Background: an optimization exercise with open tools, aiming at a short achievable clock period and few clock cycles. Do not read the settings as production practice. No functional check of the RTL was part of any run shown here. No activity file was given, so power comes from the tool's default toggle rates.

==> design/flow/design.v <==
module regfile(clk, rst, we, wa, wd, q01, q02, q03, q04, q05, q06, q07, q08, q09, q10, q11, q12, q13, q14, q15, q16, q17, q18, q19, q20, q21, q22, q23, q24, q25, q26, q27, q28, q29, q30, q31);
   input         clk;
   input         rst;
   input         we;
   input [4:0]   wa;
   input [31:0]  wd;
   output [31:0] q01;
   assign q01 = rf[1];
   output [31:0] q02;
   assign q02 = rf[2];
   output [31:0] q03;
   assign q03 = rf[3];
   output [31:0] q04;
   assign q04 = rf[4];
   output [31:0] q05;
   assign q05 = rf[5];
   output [31:0] q06;
   assign q06 = rf[6];
   output [31:0] q07;
   assign q07 = rf[7];
   output [31:0] q08;
   assign q08 = rf[8];
   output [31:0] q09;
   assign q09 = rf[9];
   output [31:0] q10;
   assign q10 = rf[10];
   output [31:0] q11;
   assign q11 = rf[11];
   output [31:0] q12;
   assign q12 = rf[12];
   output [31:0] q13;
   assign q13 = rf[13];
   output [31:0] q14;
   assign q14 = rf[14];
   output [31:0] q15;
   assign q15 = rf[15];
   output [31:0] q16;
   assign q16 = rf[16];
   output [31:0] q17;
   assign q17 = rf[17];
   output [31:0] q18;
   assign q18 = rf[18];
   output [31:0] q19;
   assign q19 = rf[19];
   output [31:0] q20;
   assign q20 = rf[20];
   output [31:0] q21;
   assign q21 = rf[21];
   output [31:0] q22;
   assign q22 = rf[22];
   output [31:0] q23;
   assign q23 = rf[23];
   output [31:0] q24;
   assign q24 = rf[24];
   output [31:0] q25;
   assign q25 = rf[25];
   output [31:0] q26;
   assign q26 = rf[26];
   output [31:0] q27;
   assign q27 = rf[27];
   output [31:0] q28;
   assign q28 = rf[28];
   output [31:0] q29;
   assign q29 = rf[29];
   output [31:0] q30;
   assign q30 = rf[30];
   output [31:0] q31;
   assign q31 = rf[31];
   reg [31:0]    rf [1:31];
   integer       i;
   always @(posedge clk) begin
      if (rst) begin
         for (i = 1; i < 32; i = i + 1)
           rf[i] <= 32'd0;
      end else if (we && wa != 5'd0)
        rf[wa] <= wd;
   end
endmodule
module mips( clk, rst, imem_addr, imem_dout, dmem_addr, dmem_din, dmem_be, dmem_wren, dmem_dout );
   input         clk;
   input         rst;
   output [31:0] imem_addr;
   input [31:0]  imem_dout;
   output [31:0] dmem_addr;
   output [31:0] dmem_din;
   output [3:0]  dmem_be;
   output        dmem_wren;
   input [31:0]  dmem_dout;
   localparam RSPLIT = 2;             
   localparam NC     = 1 << RSPLIT;   
   wire [31:0]   rf_rd [0:31];
   wire          wb_en;
   wire [4:0]    wb_rd;
   wire [31:0]   wb_val;
   assign rf_rd[0] = 32'd0;
   regfile U_RF (.clk(clk), .rst(rst), .we(wb_en), .wa(wb_rd), .wd(wb_val),
                 .q01(rf_rd[1]),  .q02(rf_rd[2]),  .q03(rf_rd[3]),  .q04(rf_rd[4]),
                 .q05(rf_rd[5]),  .q06(rf_rd[6]),  .q07(rf_rd[7]),  .q08(rf_rd[8]),
                 .q09(rf_rd[9]),  .q10(rf_rd[10]), .q11(rf_rd[11]), .q12(rf_rd[12]),
                 .q13(rf_rd[13]), .q14(rf_rd[14]), .q15(rf_rd[15]), .q16(rf_rd[16]),
                 .q17(rf_rd[17]), .q18(rf_rd[18]), .q19(rf_rd[19]), .q20(rf_rd[20]),
                 .q21(rf_rd[21]), .q22(rf_rd[22]), .q23(rf_rd[23]), .q24(rf_rd[24]),
                 .q25(rf_rd[25]), .q26(rf_rd[26]), .q27(rf_rd[27]), .q28(rf_rd[28]),
                 .q29(rf_rd[29]), .q30(rf_rd[30]), .q31(rf_rd[31]));
   reg [31:0]    pc;
   wire [31:0]   ir = imem_dout;
   wire [5:0]    op = ir[31:26];
   wire [5:0]    fn = ir[5:0];
   wire [4:0]    rs = ir[25:21];
   wire [4:0]    rt = ir[20:16];
   wire [4:0]    rd = ir[15:11];
   wire          d_rtype = (op == 6'b000000);
   wire          d_addu  = d_rtype && (fn == 6'b100001);
   wire          d_subu  = d_rtype && (fn == 6'b100011);
   wire          d_ori   = (op == 6'b001101);
   wire          d_lw    = (op == 6'b100011);
   wire          d_sw    = (op == 6'b101011);
   wire          d_beq   = (op == 6'b000100);
   wire          d_j     = (op == 6'b000010);
   wire [4:0]    d_dst   = d_rtype ? rd : rt;
   wire          d_wr    = (d_addu | d_subu | d_ori | d_lw) && (d_dst != 5'd0);
   wire          d_use_rs = d_rtype | d_ori | d_lw | d_sw | d_beq;
   wire          d_use_rt = d_rtype | d_beq;    
   reg           e_wr, e_load, e_store, e_beq, e_sub, e_ori, e_imm;
   reg [4:0]     e_rd, e_rs, e_rt;
   reg [15:0]    e_imm16;
   reg [31:0]    e_pc4;
   reg [31:0]    e_ca [0:NC-1];
   reg [31:0]    e_cb [0:NC-1];
   reg           m_wr, m_load;
   reg [4:0]     m_rd;
   reg [31:0]    m_res;
   reg [31:0]    dm_addr, dm_din;
   reg           dm_wren;
   reg           w_wr;
   reg [4:0]     w_rd;
   reg [31:0]    w_val;
   wire          stall = e_load && e_wr &&
                 ((d_use_rs && rs == e_rd) || (d_use_rt && rt == e_rd));
   wire          fa_m = m_wr && (m_rd == e_rs);
   wire          fa_w = w_wr && (w_rd == e_rs);
   wire          fb_m = m_wr && (m_rd == e_rt);
   wire          fb_w = w_wr && (w_rd == e_rt);
   wire [31:0]   a_rf = e_ca[e_rs[RSPLIT-1:0]];
   wire [31:0]   b_rf = e_cb[e_rt[RSPLIT-1:0]];
   wire [31:0]   a = fa_m ? m_res : fa_w ? w_val : a_rf;
   wire [31:0]   b = fb_m ? m_res : fb_w ? w_val : b_rf;
   wire [31:0]   imm32 = {{16{e_imm16[15] & ~e_ori}}, e_imm16};
   wire [31:0]   bop = e_imm ? imm32 : b;
   wire [31:0]   sum = a + (e_sub ? ~bop : bop) + {31'd0, e_sub};
   wire [31:0]   res = e_ori ? (a | imm32) : sum;
   wire          taken = e_beq && (a == b);
   wire [31:0]   target = e_pc4 + {imm32[29:0], 2'b00};
   always @(posedge clk) begin
      if (rst)
        pc <= 32'd0;
      else if (taken)
        pc <= target;
      else if (stall)
        pc <= pc;
      else if (d_j)
        pc <= {pc[31:28], ir[25:0], 2'b00};
      else
        pc <= pc + 32'd4;
   end
   integer k;
   always @(posedge clk) begin
      if (rst || taken || stall) begin
         e_wr <= 1'b0; e_load <= 1'b0; e_store <= 1'b0; e_beq <= 1'b0;
      end else begin
         e_wr <= d_wr; e_load <= d_lw; e_store <= d_sw; e_beq <= d_beq;
      end
      e_sub <= d_subu;
      e_ori <= d_ori;
      e_imm <= d_ori | d_lw | d_sw;
      e_rd <= d_dst;
      e_rs <= rs;
      e_rt <= rt;
      e_imm16 <= ir[15:0];
      e_pc4 <= pc + 32'd4;
      for (k = 0; k < NC; k = k + 1) begin
         e_ca[k] <= rf_rd[{rs[4:RSPLIT], k[RSPLIT-1:0]}];
         e_cb[k] <= rf_rd[{rt[4:RSPLIT], k[RSPLIT-1:0]}];
      end
   end
   always @(posedge clk) begin
      if (rst) begin
         m_wr <= 1'b0; m_load <= 1'b0; dm_wren <= 1'b0;
      end else begin
         m_wr <= e_wr; m_load <= e_load; dm_wren <= e_store;
      end
      m_rd <= e_rd;
      m_res <= res;
      dm_addr <= sum;
      dm_din <= (m_load && fb_m) ? dmem_dout : b;
   end
   assign wb_en  = m_wr;
   assign wb_rd  = m_rd;
   assign wb_val = m_load ? dmem_dout : m_res;
   always @(posedge clk) begin
      if (rst)
        w_wr <= 1'b0;
      else
        w_wr <= m_wr;
      w_rd <= m_rd;
      w_val <= wb_val;
   end
   assign imem_addr = pc;
   assign dmem_addr = dm_addr;
   assign dmem_din  = dm_din;
   assign dmem_wren = dm_wren;
   assign dmem_be   = 4'b1111;
endmodule
==> design/flow/run.sh <==
#!/bin/bash
# synth_recipe.tcl (not shown) runs the flow's synth.tcl, then flattens the netlist and writes it again
# the make line also repeats each setting of config.mk as NAME=value (left out here)
make -C /OpenROAD-flow-scripts/flow DESIGN_CONFIG=/design/flow/config.mk WORK_HOME=/design/flow/orfs CLKGATE_MAP_FILE= SYNTH_SCRIPT=/design/flow/synth_recipe.tcl finish
==> design/flow/config.mk <==
export PLATFORM = sky130hd
export DESIGN_NAME = mips
export DESIGN_NICKNAME = mips
export VERILOG_FILES = /design/flow/design.v
export SDC_FILE = /design/flow/constraint.sdc
export NUM_CORES = 4
export LEC_CHECK = 0
export CAP_MARGIN = 20
export CORE_MARGIN = 2
export CORE_UTILIZATION = 40
export PLACE_DENSITY = 0.6
export SLEW_MARGIN = 20
==> design/flow/constraint.sdc <==
create_clock -name core_clock -period 12.0 [get_ports {clk}]
set_input_delay 2.4000 -clock core_clock [delete_from_list [all_inputs] [get_ports {clk}]]
set_output_delay 2.4000 -clock core_clock [all_outputs]
set_load 0.01 [all_outputs]
==> results of run 1 <==
-- registers in the layout, summed over array words and instances (netlist names), 5 cells and up --
register  count
w_rd          5
e_rs          5
dm_din       32
e_cb        128
m_res        32
e_rd          5
dm_addr      32
pc           32
e_imm16      16
e_rt          5
e_ca        128
w_val        32
U_RF.rf     992
m_rd          5
e_pc4        32
-- cell families (layout without fill, tap and decap cells) --
| group | after synthesis | count (layout) | share of synthesized area, % |
|---|---|---|---|
| compound gates | 1466 | 1466 | 13.65 |
| xor+xnor | 165 | 165 | 2.093 |
| fa+ha+maj | 66 | 66 | 1.187 |
| buf+inv | 684 | 780 | 3.863 |
| flops | 1492 | 1492 | 56.18 |
| mux | 549 | 549 | 10.35 |
| other cells | 1 | 14 | 0.005294 |
| simple gates | 2171 | 2171 | 12.66 |
-- power groups by stage --
stage / registers, uW / logic (uW) / clock network, uW
final: 6230 / 2710 / 5050
after global routing: 6250 / 2780 / 5260
after CTS: 6200 / 2590 / 5060
after detailed placement: 6310 / 2580 / 0
after global placement: 6310 / 2560 / 0
after floorplan: 6140 / 1400 / 0
-- worst max-delay path, delay by kind of cell (launching register included) --
family	cells	cell delay, ns
AOI/OAI and AO/OA	9	2.41
DFF	1	0.56
muxes	2	0.70
xor gates and xnor gates	2	0.35
buffers and inverters	2	0.72
adders and majority gates	1	0.44
and+or+nand+nor	2	1.20
-- layout by cell type, fill, tap and decap left out, types with 123 or more instances in the layout --
master | synthesis | layout
edfxtp_1 | 992 | 992
mux4_2 | 133 | 133
a21oi_1 | 351 | 351
o21ai_0 | 284 | 284
nand2_1 | 294 | 289
buf_4 | 17 | 201
clkdlybuf4s50_1 | 0 | 155
clkbuf_16 | 0 | 168
mux2_2 | 138 | 138
a221oi_1 | 123 | 123
a22oi_1 | 158 | 158
dfxtp_1 | 500 | 494
mux2i_1 | 278 | 246
nor2_1 | 1510 | 1494
-- path summary, 6_finish.rpt --
path / startpoint / end / slack, ns
setup / recovery: e_rs[0] / m_res[28] / 5.47
hold / removal: pc[1] / e_pc4[1] / 0.38
setup reg to reg: e_rs[0] / m_res[28] / 5.47
hold reg to reg: pc[1] / e_pc4[1] / 0.38
-- final cells by class --
| cell class | instances | area [um2] | area share (%) |
|---|---|---|---|
| flip-flops and latches | 1492 | 39810 | 49.29 |
| clock inverters | 66 | 670.6 | 0.8305 |
| repair buffers | 370 | 3301 | 4.087 |
| inverters | 110 | 417.9 | 0.5175 |
| diodes | 10 | 25.02 | 0.03099 |
| clock buffers | 234 | 4639 | 5.745 |
| multi-input cells | 4421 | 28970 | 35.87 |
| well taps | 2340 | 2928 | 3.625 |
-- per-stage QoR --
step | instances | hold WS [ns]
2_1_floorplan | 6597 | 0.3258
3_3_place_gp | 8731 | 0.3664
3_5_place_dp | 8731 | 0.3780
4_1_cts | 9031 | 0.3858
5_1_grt | 9034 | 0.4017
6_report | 9043 | 0.3817
-- per-layer routing --
layer / routed length [um] / vias to the layer above / track usage, %
li1: - / 23960 / -
met1: 109700 / 28620 / 42.17
met2: 126700 / 4813 / 47.59
met3: 44220 / 1008 / 10.59
met4: 17860 / 20 / 17.28
met5: 128 / - / 0
==> flow_metrics.tcl, run 1 <==
set metrics [dict create \
    io_pins 167 \
    total_power_uw 13990 \
    antenna_found_initial 22 \
    antenna_left 0 \
    firstDrtPassIters 8 \
    io_buffers 162 \
    p_switching_uw 4426 \
    drv_cap 0 \
    hp-class "flop to flop" \
    crit_top_cell "a21oi_1" \
    setup_slack_ns 5.473 \
    arrival_ns 7.24 \
    crit_type "flop to flop" \
    ctsHoldBuffers 0 \
    synthArstFlopShare_pct 0 \
    fmax_ghz 0.1532 \
    place_congestion 1.008 \
    cts_tree "yes" \
    crit_chain "buf_4 -> xnor2_1 -> nand4_2 -> nor2_4 -> mux2i_1 -> a21oi_1 -> ha_1 -> a21o_1 -> a21oi_1 -> o21bai_1 -> a311oi_1 -> a2111oi_0 -> buf_4 -> o41ai_1 -> o211ai_1 -> a21oi_1 -> xnor2_1 -> mux2_2" \
    fin_skew_ns 0.04049 \
    detail_route.iter0.violations 10150 \
    cts_sinks 1492 \
    synth-edff-count 992 \
    synth_top_flop_cell "edfxtp_1" \
    cp_max_fo 26 \
    worst-slew-pin-transition_ns 1.326 \
    grt_pass1_vias 54960 \
    area_growth_pct 14.01 \
    clock_path_buffers 3 \
    yosys.area.top_type "edfxtp_1" \
    post-route-period-util_pct 54.39 \
    hold_path_depth 0 \
    die_y_um 424.8 \
    internal_power_uw 9563 \
    syn_area_per_cell_um2 10.74 \
    post_drt_via_cell_ratio 6.461 \
    yosys_warnings 6 \
    pwr-share-seq_pct 44.5 \
    syn_area_um2 70830 \
    root_buffer "clkbuf_16" \
    p_leak_uw 0.03044 \
    fin_nets 6689 \
    die_w_um 424.8 \
    end_kind "flop" \
    start_util_pct 40.22 \
    setup-tns-final_ns 0 \
    crit_slowest_cell "o41ai_1" \
    swShare_pct 31.64 \
    critPathLaunchType "flop" \
    grt_usage_pct 32.32 \
    clock_latency_ns 0.83 \
    fillCellCount 16100 \
    r2r_cells 18 \
    synth-seq-area-share_pct 56.18 \
    worstPathRequired_ns 12.71 \
    wirelength_um 298600 \
    synth.most_common_cell "nor2_1" \
    synthDistinctLibCells 89 \
    finish.utilization_pct 45.85 \
    via_count 58420 \
    grt-ovfl-total 0 \
    synthCells 6594 \
    row_count 154 \
    powerDensity_nw_per_um2 173.2 \
    synthTopCellsByCount "1510 x nor2_1, 992 x edfxtp_1, 500 x dfxtp_1" \
    drc 0 \
    synth_top_area_share_pct 42.05 \
    coreArea_um2 176100 \
    setup_viol 0 \
    dpl.hpwl_um 185000 \
    drive_gt1_share_pct 13.06 \
    grt_pass1_wl_um 417100 \
    vdd_ir_drop_max_mv 0.1515 \
    clk_pin_slew_worst_paths_ns 0.06 \
    grt_max_degree 104 \
    p_comb_share_pct 19.4 \
    cts_buffers 162 \
    pwr-share-clk_pct 36.1 \
    dpl_cell_area_um2 75360 \
    dp_slack_ns 5.537 \
    hold_violations 0 \
    rsz0062_at_grt "false" \
    post-route-cell-area_um2 80760 \
    outcome "complete, no violations" \
    dieArea_um2 180500 \
    period_needed_ns 6.527 \
    routedWlPerCell_um 33.02 \
    max_stage_delay_ns 0.72 \
    ys_ff_latch 1492 \
    relSlewSlack_pct 11.41 \
    htree_levels 4 \
    drv_slew 0 \
    cts_setup_buffers 0 \
    synth_area_leaders "edfxtp_1 42%, dfxtp_1 14%, nor2_1 8.0%" \
    ctsResizeCount 0 \
]
==> run 2: changes to the inputs <==
==> design/flow/flow/run.sh (new file) <==
#!/bin/bash
set -uo pipefail
bash standard.sh SETUP_SLACK_MARGIN=8.6 finish > flow_standard.log 2>&1
st=$?
tail -5 flow_standard.log
exit $st
==> design/flow/standard.sh (new file) <==
#!/bin/bash
# synth_recipe.tcl (not shown) runs the flow's synth.tcl, then flattens the netlist and writes it again
# the make line also repeats each setting of config.mk as NAME=value (left out here)
make -C /OpenROAD-flow-scripts/flow DESIGN_CONFIG=/design/flow/config.mk WORK_HOME=/design/flow/orfs CLKGATE_MAP_FILE= SYNTH_SCRIPT=/design/flow/synth_recipe.tcl "${@:-finish}"
removed: design/flow/run.sh
==> flow_metrics.tcl, run 2 <==
set metrics [dict create \
    dieArea_um2 180500 \
    final_common_cell "nor2_1" \
    relSlewSlack_pct 16.37 \
    grt_pass1_vias 59910 \
    die_y_um 424.8 \
    crit_end "m_res[30]" \
    drv_cap 0 \
    ctsHoldBuffers 0 \
    fillCellCount 14630 \
    regMostFlops "U_RF.rf" \
    row_count 154 \
    cts_sinks 1492 \
    reg2reg_from "e_rt[1]" \
    wirelength_um 373400 \
    drc 0 \
    use_met3_pct 19.00 \
    grt_usage_pct 39.07 \
    multi_input_area_um2 33040 \
    globalRouteMet2Util_pct 53.72 \
    worstPathRequired_ns 12.74 \
    clk_pin_slew_worst_paths_ns 0.06 \
    mostFrequentLayoutCells "1463 x nor2_1, 992 x edfxtp_1, 425 x dfxtp_1, 341 x buf_4, 281 x a21oi_1" \
    synth-edff-count 992 \
    crit_start "e_rt[1]" \
    cts_buffers 162 \
    synthArstFlopShare_pct 0 \
    total_power_uw 15010 \
    vdd_ir_drop_max_mv 0.1758 \
    r2r_cells 22 \
    routedWlPerCell_um 38.85 \
    start_util_pct 40.22 \
    grt-ovfl-total 0 \
    grt_pass1_wl_um 489600 \
    antenna_found_initial 47 \
    detail_route.iter0.violations 13360 \
    largest_reg_flops 992 \
    finish.utilization_pct 53.17 \
    synthTopCellsByCount "1510 x nor2_1, 992 x edfxtp_1, 500 x dfxtp_1" \
    use_met1_pct 46.32 \
    rr_endpoint "m_res[30]" \
    setup_viol 0 \
    synthDistinctLibCells 89 \
    dpl.hpwl_um 184700 \
    drive_gt1_share_pct 28.38 \
    setup_slack_ns 7.337 \
    cp_max_fo 6 \
    place_congestion 0.9575 \
    clock_path_buffers 3 \
    register_area_um2 39990 \
    fmax_ghz 0.2144 \
    synth-seq-area-share_pct 56.18 \
    synth.most_common_cell "nor2_1" \
    busiest_layer "met2" \
    setup-tns-final_ns 0 \
    reg2reg_slack_ns 7.34 \
    grt_max_degree 60 \
    dp_slack_ns 6.075 \
    antenna_left 0 \
    largest_registers "U_RF.rf (992), e_ca (128), e_cb (128)" \
    coreArea_um2 176100 \
    outcome "complete, no violations" \
    synth_top_flop_cell "edfxtp_1" \
    drv_slew 0 \
    end_kind "flop" \
    area_growth_pct 32.20 \
    powerDensity_nw_per_um2 160.3 \
    via_count 66130 \
    p_leak_uw 0.03670 \
    synth_area_leaders "edfxtp_1 42%, dfxtp_1 14%, nor2_1 8.0%" \
    firstDrtPassIters 14 \
    arrival_ns 5.40 \
    io_pins 167 \
    hp-class "flop to flop" \
    root_buffer "clkbuf_16" \
    die_w_um 424.8 \
    crit_type "flop to flop" \
    fin_skew_ns 0.03041 \
    syn_area_per_cell_um2 10.74 \
    rsz0062_at_grt "true" \
    cts_tree "yes" \
    yosys_warnings 6 \
    yosys.area.top_type "edfxtp_1" \
    post_drt_via_cell_ratio 6.880 \
    syn_area_um2 70830 \
    clock_latency_ns 0.86 \
    ys_ff_latch 1492 \
    synth_top_area_share_pct 42.05 \
    htree_levels 4 \
    hold_violations 0 \
    synthCells 6594 \
    critPathLaunchType "flop" \
    post-route-period-util_pct 38.86 \
    worst-slew-pin-transition_ns 1.254 \
    fin_nets 7232 \
    io_buffers 162 \
    period_needed_ns 4.663 \
]
run 2: final cells by class:
class / instances / share of cell area [%]
flip-flops and latches: 1492 / 42.70
diodes: 31 / 0.08284
repair inverters: 1 / 0.009353
clock buffers: 224 / 4.814
multi-input cells: 4478 / 35.28
clock inverters: 81 / 1.037
repair buffers: 855 / 12.40
well taps: 2340 / 3.127
inverters: 110 / 0.5438
run 2: cells by family after synthesis:
| logic type | share of synthesized area (%) |
|---|---|
| other | 0.005294 |
| DFF | 56.18 |
| adders and majority gates | 1.187 |
| and+or+nand+nor | 12.66 |
| xor gates and xnor gates | 2.093 |
| buffers and inverters | 3.863 |
| muxes | 10.35 |
| AOI/OAI and AO/OA | 13.65 |
run 2: worst max-delay path: stages (launching register included):
cell	delay [ns]
dfxtp_4	0.49
xnor2_4	0.16
nand4_1	0.20
buf_6	0.21
nor2_4	0.12
buf_6	0.14
mux2i_4	0.27
a21oi_4	0.10
mux2i_1	0.18
xnor2_1	0.15
ha_2	0.32
a21o_1	0.18
a21oi_2	0.15
o21bai_2	0.11
a311oi_2	0.30
buf_4	0.19
a2111oi_4	0.06
buf_4	0.17
o41ai_4	0.29
o211ai_1	0.15
a31oi_1	0.22
xnor2_1	0.12
mux2_2	0.27
run 2: worst min-delay path by stage:
stage                     startpoint  slack, ns       end  cells after the start
after floorplan              m_rd[0]       0.33   w_rd[0]                      0
after global placement         pc[1]       0.36  e_pc4[1]                      0
after detailed placement       pc[1]       0.37  e_pc4[1]                      0
after CTS                    e_rd[4]       0.39   m_rd[4]                      0
after global routing         e_rd[4]       0.40   m_rd[4]                      0
final                        e_rd[4]       0.39   m_rd[4]                      0
run 2: stage by stage:
stage                     area [um2]  instances  hold slack, ns
after floorplan                75670       6597          0.3319
after CTS                      90750       9446          0.3908
final                          93640       9612          0.3911
after detailed placement       76730       8681          0.3674
after global placement         76630       8677          0.3623
after global routing           93580       9586          0.4013
run 2: power by group:
part / switching (uW) / internal (uW) / leakage [uW]
clock network: 2280 / 3000 / 0.00270
logic: 2260 / 1210 / 0.0196
registers: 397 / 5860 / 0.0144
run 2: routing by layer:
layer / wire length (um) / part of all wire, %
met2: 146600 / 39
met3: 66360 / 18
met4: 39490 / 11
met1: 120600 / 32
met5: 438 / 0.12
run 2: repair_timing:
| item | CTS | global route |
|---|---|---|
| hold endpoints to repair | 0 | 0 |
| cloned | 114 | 21 |
| gates resized for setup | 1114 | 285 |
| buffers inserted | 346 | 110 |
| pin swaps | 145 | 115 |
| setup endpoints to repair | 2440 | 1220 |
==> run 3: changes to the inputs <==
--- a/design/flow/design.v
+++ b/design/flow/design.v
@@ -86,8 +86,6 @@
    output [3:0]  dmem_be;
    output        dmem_wren;
    input [31:0]  dmem_dout;
-   localparam RSPLIT = 2;             
-   localparam NC     = 1 << RSPLIT;   
    wire [31:0]   rf_rd [0:31];
    wire          wb_en;
    wire [4:0]    wb_rd;
@@ -103,6 +101,16 @@
                  .q25(rf_rd[25]), .q26(rf_rd[26]), .q27(rf_rd[27]), .q28(rf_rd[28]),
                  .q29(rf_rd[29]), .q30(rf_rd[30]), .q31(rf_rd[31]));
    reg [31:0]    pc;
+   reg           e_wr, e_load, e_store, e_beq, e_sub, e_ori, e_imm;
+   reg [4:0]     e_rd, e_rt;
+   reg [15:0]    e_imm16;
+   reg [31:0]    e_a, e_b;
+   reg [31:0]    e_target;
+   reg           m_wr, m_load;
+   reg [4:0]     m_rd;
+   reg [31:0]    m_res;
+   reg [31:0]    dm_addr, dm_din;
+   reg           dm_wren;
    wire [31:0]   ir = imem_dout;
    wire [5:0]    op = ir[31:26];
    wire [5:0]    fn = ir[5:0];
@@ -117,71 +125,57 @@
    wire          d_sw    = (op == 6'b101011);
    wire          d_beq   = (op == 6'b000100);
    wire          d_j     = (op == 6'b000010);
+   wire          d_same  = (rs == rt);           
    wire [4:0]    d_dst   = d_rtype ? rd : rt;
    wire          d_wr    = (d_addu | d_subu | d_ori | d_lw) && (d_dst != 5'd0);
    wire          d_use_rs = d_rtype | d_ori | d_lw | d_sw | d_beq;
    wire          d_use_rt = d_rtype | d_beq;    
-   reg           e_wr, e_load, e_store, e_beq, e_sub, e_ori, e_imm;
-   reg [4:0]     e_rd, e_rs, e_rt;
-   reg [15:0]    e_imm16;
-   reg [31:0]    e_pc4;
-   reg [31:0]    e_ca [0:NC-1];
-   reg [31:0]    e_cb [0:NC-1];
-   reg           m_wr, m_load;
-   reg [4:0]     m_rd;
-   reg [31:0]    m_res;
-   reg [31:0]    dm_addr, dm_din;
-   reg           dm_wren;
-   reg           w_wr;
-   reg [4:0]     w_rd;
-   reg [31:0]    w_val;
    wire          stall = e_load && e_wr &&
                  ((d_use_rs && rs == e_rd) || (d_use_rt && rt == e_rd));
-   wire          fa_m = m_wr && (m_rd == e_rs);
-   wire          fa_w = w_wr && (w_rd == e_rs);
-   wire          fb_m = m_wr && (m_rd == e_rt);
-   wire          fb_w = w_wr && (w_rd == e_rt);
-   wire [31:0]   a_rf = e_ca[e_rs[RSPLIT-1:0]];
-   wire [31:0]   b_rf = e_cb[e_rt[RSPLIT-1:0]];
-   wire [31:0]   a = fa_m ? m_res : fa_w ? w_val : a_rf;
-   wire [31:0]   b = fb_m ? m_res : fb_w ? w_val : b_rf;
-   wire [31:0]   imm32 = {{16{e_imm16[15] & ~e_ori}}, e_imm16};
-   wire [31:0]   bop = e_imm ? imm32 : b;
-   wire [31:0]   sum = a + (e_sub ? ~bop : bop) + {31'd0, e_sub};
-   wire [31:0]   res = e_ori ? (a | imm32) : sum;
-   wire          taken = e_beq && (a == b);
-   wire [31:0]   target = e_pc4 + {imm32[29:0], 2'b00};
+   wire [31:0]   e_imm32 = {{16{e_imm16[15] & ~e_ori}}, e_imm16};
+   wire [31:0]   e_bop   = e_imm ? e_imm32 : e_b;
+   wire [31:0]   e_sum   = e_a + (e_sub ? ~e_bop : e_bop) + {31'd0, e_sub};
+   wire [31:0]   e_res   = e_ori ? (e_a | e_imm32) : e_sum;
+   wire          taken   = e_beq && (e_a == e_b);
+   wire [31:0]   m_val = m_load ? dmem_dout : m_res;
+   wire          fa_e = e_wr && (rs == e_rd);
+   wire          fa_m = m_wr && (rs == m_rd);
+   wire          fb_e = e_wr && (rt == e_rd);
+   wire          fb_m = m_wr && (rt == m_rd);
+   wire [31:0]   d_a = fa_e ? e_res : fa_m ? m_val : rf_rd[rs];
+   wire [31:0]   d_b = fb_e ? e_res : fb_m ? m_val : rf_rd[rt];
+   wire [31:0]   pc4 = pc + 32'd4;
+   wire [31:0]   br_target = pc4 + {{14{ir[15]}}, ir[15:0], 2'b00};
+   wire [31:0]   j_target  = {pc[31:28], ir[25:0], 2'b00};
    always @(posedge clk) begin
       if (rst)
         pc <= 32'd0;
       else if (taken)
-        pc <= target;
+        pc <= e_target;
       else if (stall)
         pc <= pc;
       else if (d_j)
-        pc <= {pc[31:28], ir[25:0], 2'b00};
+        pc <= j_target;
+      else if (d_beq && d_same)
+        pc <= br_target;
       else
-        pc <= pc + 32'd4;
+        pc <= pc4;
    end
-   integer k;
    always @(posedge clk) begin
       if (rst || taken || stall) begin
          e_wr <= 1'b0; e_load <= 1'b0; e_store <= 1'b0; e_beq <= 1'b0;
       end else begin
-         e_wr <= d_wr; e_load <= d_lw; e_store <= d_sw; e_beq <= d_beq;
+         e_wr <= d_wr; e_load <= d_lw; e_store <= d_sw; e_beq <= d_beq && !d_same;
       end
       e_sub <= d_subu;
       e_ori <= d_ori;
       e_imm <= d_ori | d_lw | d_sw;
       e_rd <= d_dst;
-      e_rs <= rs;
       e_rt <= rt;
       e_imm16 <= ir[15:0];
-      e_pc4 <= pc + 32'd4;
-      for (k = 0; k < NC; k = k + 1) begin
-         e_ca[k] <= rf_rd[{rs[4:RSPLIT], k[RSPLIT-1:0]}];
-         e_cb[k] <= rf_rd[{rt[4:RSPLIT], k[RSPLIT-1:0]}];
-      end
+      e_a <= d_a;
+      e_b <= d_b;
+      e_target <= br_target;
    end
    always @(posedge clk) begin
       if (rst) begin
@@ -190,21 +184,13 @@
          m_wr <= e_wr; m_load <= e_load; dm_wren <= e_store;
       end
       m_rd <= e_rd;
-      m_res <= res;
-      dm_addr <= sum;
-      dm_din <= (m_load && fb_m) ? dmem_dout : b;
+      m_res <= e_res;
+      dm_addr <= e_sum;
+      dm_din <= (m_load && m_wr && m_rd == e_rt) ? dmem_dout : e_b;
    end
    assign wb_en  = m_wr;
    assign wb_rd  = m_rd;
-   assign wb_val = m_load ? dmem_dout : m_res;
-   always @(posedge clk) begin
-      if (rst)
-        w_wr <= 1'b0;
-      else
-        w_wr <= m_wr;
-      w_rd <= m_rd;
-      w_val <= wb_val;
-   end
+   assign wb_val = m_val;
    assign imem_addr = pc;
    assign dmem_addr = dm_addr;
    assign dmem_din  = dm_din;
==> flow_metrics.tcl, run 3 <==
set metrics [dict create \
    stop_stage "global routing (5_1_grt)" \
    htree_levels 4 \
    syn_area_um2 60320 \
    synth_top_area_share_pct 49.38 \
    dpl.hpwl_um 186600 \
    die_y_um 392.3 \
    synth-seq-area-share_pct 58.18 \
    dpl_cell_area_um2 66070 \
    die_w_um 392.3 \
    outcome "did not finish" \
    synth_area_leaders "edfxtp_1 49%, a22oi_1 11%, dfxtp_1 8.8%" \
    synthCells 5731 \
    place_congestion 1.004 \
    io_pins 167 \
    grt_usage_pct 62.33 \
    syn_area_per_cell_um2 10.53 \
    grt-ovfl-total 1 \
    clock_path_buffers 3 \
    ctsHoldBuffers 0 \
    cts_buffers 141 \
    synthArstFlopShare_pct 0 \
    io_buffers 162 \
    row_count 142 \
    grt_max_degree 59 \
    cts_sinks 1257 \
    root_buffer "clkbuf_16" \
    start_util_pct 40.28 \
    yosys_warnings 2 \
    synthDistinctLibCells 78 \
    synth.most_common_cell "nor2_1" \
    synthTopCellsByCount "1189 x nor2_1, 992 x edfxtp_1, 852 x a22oi_1" \
    stop_error "[ERROR GRT-0232] Routing congestion too high. Check the congestion heatmap in the GUI." \
    ys_ff_latch 1257 \
    yosys.area.top_type "edfxtp_1" \
    synth-edff-count 992 \
    synth_top_flop_cell "edfxtp_1" \
]
[run 3: routing by layer]
metal  overflow  track usage [%]
met1          0            63.48
met2          0            73.18
met3          1            53.26
met4          0            54.70
met5          0            44.37
[run 3: worst max-delay path by stage]
stage,from,to,slack [ns]
floorplan,imem_dout[0],pc[16],7.40
global placement,imem_dout[18],e_b[16],5.53
detailed placement,imem_dout[18],e_b[16],5.51
CTS,imem_dout[0],pc[16],7.88
[run 3: cell families after synthesis]
kind of cell	Yosys count	share of synthesized area, %
AOI/OAI and AO/OA	1419	17.39
xor gates and xnor gates	179	2.599
adders and majority gates	69	1.456
buffers and inverters	584	3.675
DFF	1257	58.18
muxes	112	1.964
other	1	0.006216
and+or+nand+nor	2110	14.74
[run 3: per-stage QoR]
step / instances / setup slack [ns] / hold WS (ns) / util (%)
floorplan: 5734 / 7.396 / 0.3515 / -
global placement: 7548 / 5.531 / 0.3583 / 44.04
detailed placement: 7552 / 5.514 / 0.3592 / 44.11
CTS: 8603 / 7.881 / 0.3980 / 56.50
[run 3: timing repair]
| item | in CTS |
|---|---|
| gates resized for setup | 1810 |
| pin swaps | 502 |
| endpoints found under the setup margin | 2249 |
| cloned | 117 |
| setup buffers | 680 |
[run 3: power by group through the flow]
stage          clock, uW  combinational [uW]  sequential, uW
2_1_floorplan          0                1080            5200
3_3_place_gp           0                1960            5290
3_5_place_dp           0                1990            5280
4_1_cts             4370                2530            5250

==> afterwards: timing with drivers on the ports <==
The results above use ideal ports. As a check the final layouts listed here were re-extracted and re-timed, cells and wires unchanged. Step 1 (the two cells are an assumption about what drives the block):
set clk [get_ports {clk}]
set_driving_cell -lib_cell sky130_fd_sc_hd__clkbuf_16 $clk
set_driving_cell -lib_cell sky130_fd_sc_hd__buf_2 [delete_from_list [all_inputs] $clk]
Step 2, shift: input delay + t, output delay - t, t = (earliest + latest rising clock arrival at the registers) / 2. This alone moves slack from input paths to output paths. Slacks: ideal ports / drivers / drivers and shift; pairs: ideal ports / drivers.
run | shift t [ns] | setup slack, ns | latest minus earliest clock arrival (ns) | worst register clock-pin slew, ns
run 1 | 0.891 | 5.473 / 5.473 / 5.473 | 0.044 / 0.044 | 0.07 / 0.07
run 2 | 0.936 | 7.337 / 7.337 / 6.989 | 0.036 / 0.036 | 0.07 / 0.07
After both steps setup and hold are still met in every run listed. For run 2, which loses most, drivers alone change the setup slack by 0.000 ns; drivers and shift together by -0.348 ns.
